From an optimization exercise on the open Yosys and OpenROAD flow, aimed at small area; shortcuts taken in it are not production practice. Only simulation tests tie the RTL to the original design; equivalence was not proved. Power and IR drop assume default switching activity.

== oak ==
Design MULTI_FIFOS, start of the top module:
module MULTI_FIFOS #(
    parameter DATA_WIDTH = 8,                        
    parameter FIFO_DEPTH = 16,                       
    parameter NUM_FIFOS = 4                          
)(
    input  wire CLK,
    input  wire RST_N,
    input  wire [NUM_FIFOS-1:0] WR_EN,                
    input  wire [NUM_FIFOS-1:0] RD_EN,                
    input  wire [NUM_FIFOS*DATA_WIDTH-1:0] DIN,       
    output wire [NUM_FIFOS*DATA_WIDTH-1:0] DOUT,     
    output wire [NUM_FIFOS-1:0] FULL,                
    output wire [NUM_FIFOS-1:0] EMPTY                
);
export LEC_CHECK = 0
export CAP_MARGIN = 0
export CORE_MARGIN = 2
export CORE_UTILIZATION = 70
export SLEW_MARGIN = 0
export SYNTH_HIERARCHICAL = 1
export SYNTH_MINIMUM_KEEP_SIZE = 0
create_clock -name core_clock -period 5.0 [get_ports {CLK}]
standard.sh (not shown) runs the stock make flow with config.mk's settings and CLKGATE_MAP_FILE= SYNTH_SCRIPT=/design/flow/synth_recipe.tcl, a recipe that flattens the netlist after the stock synthesis.
==> flow/flow/run.sh <==
#!/bin/bash
# Standard ORFS layout (standard.sh, unchanged synthesis) with three changes,
# all set in settings.sh: port buffers use the smallest buffer cell, clock
# tree synthesis uses small clock buffers without dummy loads, and after the
# placement repair, cells off the critical paths are sized down
# (recover.tcl). ORFS writes each step's log under orfs/logs; make's own
# output goes to flow_make.log.
set -euo pipefail
cd "$(dirname "$0")/.."
source flow/settings.sh
bash standard.sh > flow_make.log 2>&1
==> flow/flow/recover.tcl <==
# Downsize cells off the critical paths (area/power recovery) before detailed placement.
log_cmd repair_timing -recover_power 100
==> flow/flow/settings.sh <==
export BUFFER_PORTS_ARGS="-buffer_cell sky130_fd_sc_hd__buf_1"
export CTS_ARGS="-sink_clustering_enable -repair_clock_nets -dont_use_dummy_load -sink_clustering_size 12 -sink_clustering_max_diameter 30 -buf_list sky130_fd_sc_hd__clkbuf_4"
export POST_RESIZE_TCL="$PWD/flow/recover.tcl"
Changes in pine relative to oak:
# oak
export LEC_CHECK = 0
export CAP_MARGIN = 0
export CORE_MARGIN = 2
export CORE_UTILIZATION = 70
export SLEW_MARGIN = 0
export SYNTH_HIERARCHICAL = 1
export SYNTH_MINIMUM_KEEP_SIZE = 0
create_clock -name core_clock -period 5.0 [get_ports {CLK}]
# pine
export LEC_CHECK = 0
export CAP_MARGIN = 0
export CORE_MARGIN = 2
export CORE_UTILIZATION = 80
export SLEW_MARGIN = 0
export SYNTH_HIERARCHICAL = 1
export SYNTH_MINIMUM_KEEP_SIZE = 0
create_clock -name core_clock -period 5.0 [get_ports {CLK}]
==> flow/flow/settings.sh <==
export BUFFER_PORTS_ARGS="-buffer_cell sky130_fd_sc_hd__buf_1"
export CTS_ARGS="-sink_clustering_enable -repair_clock_nets -dont_use_dummy_load -sink_clustering_size 9 -sink_clustering_max_diameter 35 -buf_list sky130_fd_sc_hd__clkbuf_4"
export POST_RESIZE_TCL="$PWD/flow/recover.tcl"
==> comparison <==
- pine improves on oak in power after layout.
- Amount of wire on met3 after detailed routing in pine is about 50% higher than in oak
- The power dissipated by switching net loads reported for pine is greater than that of oak by about 3%.

---

Setup of north:
MULTI_FIFOS again, from the RTL that the note above started with.
## MULTI_FIFOS
module MULTI_FIFOS #(
    parameter DATA_WIDTH = 8,                        
    parameter FIFO_DEPTH = 16,                       
    parameter NUM_FIFOS = 4                          
)(
    input  wire CLK,
    input  wire RST_N,
    input  wire [NUM_FIFOS-1:0] WR_EN,                
    input  wire [NUM_FIFOS-1:0] RD_EN,                
    input  wire [NUM_FIFOS*DATA_WIDTH-1:0] DIN,       
    output wire [NUM_FIFOS*DATA_WIDTH-1:0] DOUT,     
    output wire [NUM_FIFOS-1:0] FULL,                
    output wire [NUM_FIFOS-1:0] EMPTY                
);
Settings: LEC_CHECK=0, CAP_MARGIN=0, CORE_MARGIN=2, CORE_UTILIZATION=70, SLEW_MARGIN=0, SYNTH_HIERARCHICAL=1, SYNTH_MINIMUM_KEEP_SIZE=0; clock period 5.0 ns.
==> flow/flow/settings.sh <==
export BUFFER_PORTS_ARGS="-buffer_cell sky130_fd_sc_hd__buf_1"
export CTS_ARGS="-sink_clustering_enable -repair_clock_nets -dont_use_dummy_load -sink_clustering_size 10 -sink_clustering_max_diameter 40 -buf_list sky130_fd_sc_hd__clkbuf_4"
export POST_RESIZE_TCL="$PWD/flow/recover.tcl"
Scripts as last shown in full above: flow/flow/run.sh, flow/flow/recover.tcl
#### Input delta (south over north)
# north
export LEC_CHECK = 0
export CAP_MARGIN = 0
export CORE_MARGIN = 2
export CORE_UTILIZATION = 70
export SLEW_MARGIN = 0
export SYNTH_HIERARCHICAL = 1
export SYNTH_MINIMUM_KEEP_SIZE = 0
create_clock -name core_clock -period 5.0 [get_ports {CLK}]
# south
export LEC_CHECK = 0
export CAP_MARGIN = 0
export CORE_MARGIN = 2
export CORE_UTILIZATION = 75
export SLEW_MARGIN = 0
export SYNTH_HIERARCHICAL = 1
export SYNTH_MINIMUM_KEEP_SIZE = 0
create_clock -name core_clock -period 5.0 [get_ports {CLK}]
==> flow/flow/settings.sh <==
export BUFFER_PORTS_ARGS="-buffer_cell sky130_fd_sc_hd__buf_1"
export CTS_ARGS="-sink_clustering_enable -repair_clock_nets -dont_use_dummy_load -sink_clustering_size 10 -sink_clustering_max_diameter 60 -buf_list sky130_fd_sc_hd__clkbuf_4"
export POST_RESIZE_TCL="$PWD/flow/recover.tcl"
==> comparison <==
- south against north; via count is up slightly.
- On register-to-register slack, north loses to south.
- north → south: actual transition at the worst max-transition pin went down, routed length on met2 went up.
- On core box area, the higher figure sits with north, not south.
- Delta (south minus north): worst hold slack rose 0.022 ns, vertical die dimension -3.3%, total power comparable.

---

Another version of the RTL of MULTI_FIFOS (not shown whole).
For scale: about 990 cells after synthesis, about 560 flip-flops, roughly 82 I/O pins.
clock: 5.0 ns
lec_check: 0
cap_margin: 0
core_margin: 2
core_utilization: 70
slew_margin: 0
synth_hierarchical: 1
synth_minimum_keep_size: 0
==> flow/flow/settings.sh <==
export BUFFER_PORTS_ARGS="-buffer_cell sky130_fd_sc_hd__buf_1"
export CTS_ARGS="-sink_clustering_enable -repair_clock_nets -dont_use_dummy_load -sink_clustering_size 10 -sink_clustering_max_diameter 40 -buf_list sky130_fd_sc_hd__clkbuf_4"
export POST_RESIZE_TCL="$PWD/flow/recover.tcl"
Scripts as last shown in full above: flow/flow/run.sh, flow/flow/recover.tcl
The baseline produced a clean layout.
==> next run, changes <==
==> flow/flow/run.sh (replaced) <==
#!/bin/bash
# Standard ORFS layout (standard.sh, unchanged synthesis) with two changes:
# port buffers use the smallest buffer cell, and clock tree synthesis uses
# small clock buffers without dummy loads.
set -euo pipefail
cd "$(dirname "$0")/.."
source flow/settings.sh
bash standard.sh > flow_make.log 2>&1
==> flow/flow/settings.sh (replaced) <==
export BUFFER_PORTS_ARGS="-buffer_cell sky130_fd_sc_hd__buf_1"
export CTS_ARGS="-sink_clustering_enable -repair_clock_nets -dont_use_dummy_load -sink_clustering_size 16 -sink_clustering_max_diameter 40 -buf_list sky130_fd_sc_hd__clkbuf_8"
export POST_RESIZE_TCL="$PWD/flow/recover.tcl"
- CAP_MARGIN: 0 -> 20
- CORE_UTILIZATION: 70 -> 60
- SLEW_MARGIN: 0 -> 20
=> Non-clock buffer count does not change. Power climbs by a few percent. Synthesized cell count stays the same. Worst hold slack gets better by 0.27 ns. Routed wire length increases slightly.
==> next run, changes <==
==> flow/flow/settings.sh (replaced) <==
export BUFFER_PORTS_ARGS="-buffer_cell sky130_fd_sc_hd__buf_1"
export CTS_ARGS="-sink_clustering_enable -repair_clock_nets -dont_use_dummy_load -sink_clustering_size 5 -sink_clustering_max_diameter 30 -buf_list sky130_fd_sc_hd__clkbuf_2"
export POST_RESIZE_TCL="$PWD/flow/recover.tcl"
What happened: Sequential power hardly moves. Fmax went down by roughly a tenth. Cell area went down slightly. Sequential cell count is unchanged. Count of clock-buffer cells in the layout went up by 78. Final cell count went up by a few percent. Non-clock buffer count is unchanged. Worst setup slack loses 0.29 ns. Global-route usage went up by 0.53 points.
==> next run, changes <==
==> flow/flow/settings.sh (replaced) <==
export BUFFER_PORTS_ARGS="-buffer_cell sky130_fd_sc_hd__buf_1"
export CTS_ARGS="-sink_clustering_enable -repair_clock_nets -dont_use_dummy_load -sink_clustering_size 10 -sink_clustering_max_diameter 40 -buf_list sky130_fd_sc_hd__clkbuf_4"
export POST_RESIZE_TCL="$PWD/flow/recover.tcl"
- CAP_MARGIN: 20 -> 0
- CORE_UTILIZATION: 60 -> 70
- SLEW_MARGIN: 20 -> 0
=>
- The new run ran to the end with no violations
- clock skew went down by 0.017 ns
- wire length goes down by 3.2%
- final cell count is lower by about 8%
- total power shrinks by about 2.4%
- cell area came out lower by about 1.1%
- critical path depth stays the same
- setup slack gains 0.22 ns
- maximum frequency went up by about 8%
- die area came out lower by about 14%
- sequential share of layout area went up by 0.85 points
- non-clock buffer count is unchanged
==> next run, changes <==
- CORE_UTILIZATION: 70 -> 60
The new run passed the timing, design-rule and antenna checks; design area grows by 0.37%; wire length grows by 2.3%; cell count grows by 4.2%; synthesized cell count does not change; hold slack improved by 0.28 ns; critical path depth does not change; combinational power barely changes; area after synthesis does not change; setup slack got worse by 0.027 ns; fmax shrinks by 0.93%; clock power barely changes.

-- port drivers added, routing unchanged --
No port has a modelled driver above. Below, the same layouts with a new extraction and two added sets of constraints. Step 1: set_driving_cell puts a clkbuf_16 on CLK and a buf_2 on each other input, an assumption about the parent block. Step 2, shift: input delay + t, output delay - t, t = (earliest + latest rising clock arrival at the registers) / 2. This alone moves slack from input paths to output paths. Slacks: ideal ports / drivers / drivers and shift; pairs: ideal ports / drivers.
| run | shift t [ns] | setup slack, ns | worst setup path at the end | slew at the worst register clock pin (ns) |
|---|---|---|---|---|
| oak | 0.708 | 1.718 / 1.677 / 1.639 | input to register | 0.12 / 0.12 |
| pine | 0.708 | 1.557 / 1.514 / 1.703 | input to register | 0.11 / 0.11 |
| north | 0.728 | 1.766 / 1.719 / 1.638 | input to register | 0.11 / 0.11 |
| south | 0.717 | 1.881 / 1.835 / 1.679 | input to register | 0.12 / 0.12 |
| the first run of note 3 | 0.728 | 2.088 / 2.041 / 1.567 | input to register | 0.11 / 0.11 |
| the second run of note 3 | 0.657 | 2.150 / 2.134 / 1.516 | input to register | 0.10 / 0.10 |
| the third run of note 3 | 0.951 | 1.864 / 1.814 / 1.534 | input to register | 0.10 / 0.10 |
| the fourth run of note 3 | 0.728 | 2.088 / 2.041 / 1.567 | input to register | 0.11 / 0.11 |
| the fifth run of note 3 | 0.768 | 2.061 / 2.013 / 1.493 | input to register | 0.11 / 0.11 |
After both steps setup and hold are still met in every run listed. For the second run of note 3, which loses most, drivers alone change the setup slack by -0.016 ns; drivers and shift together by -0.634 ns.
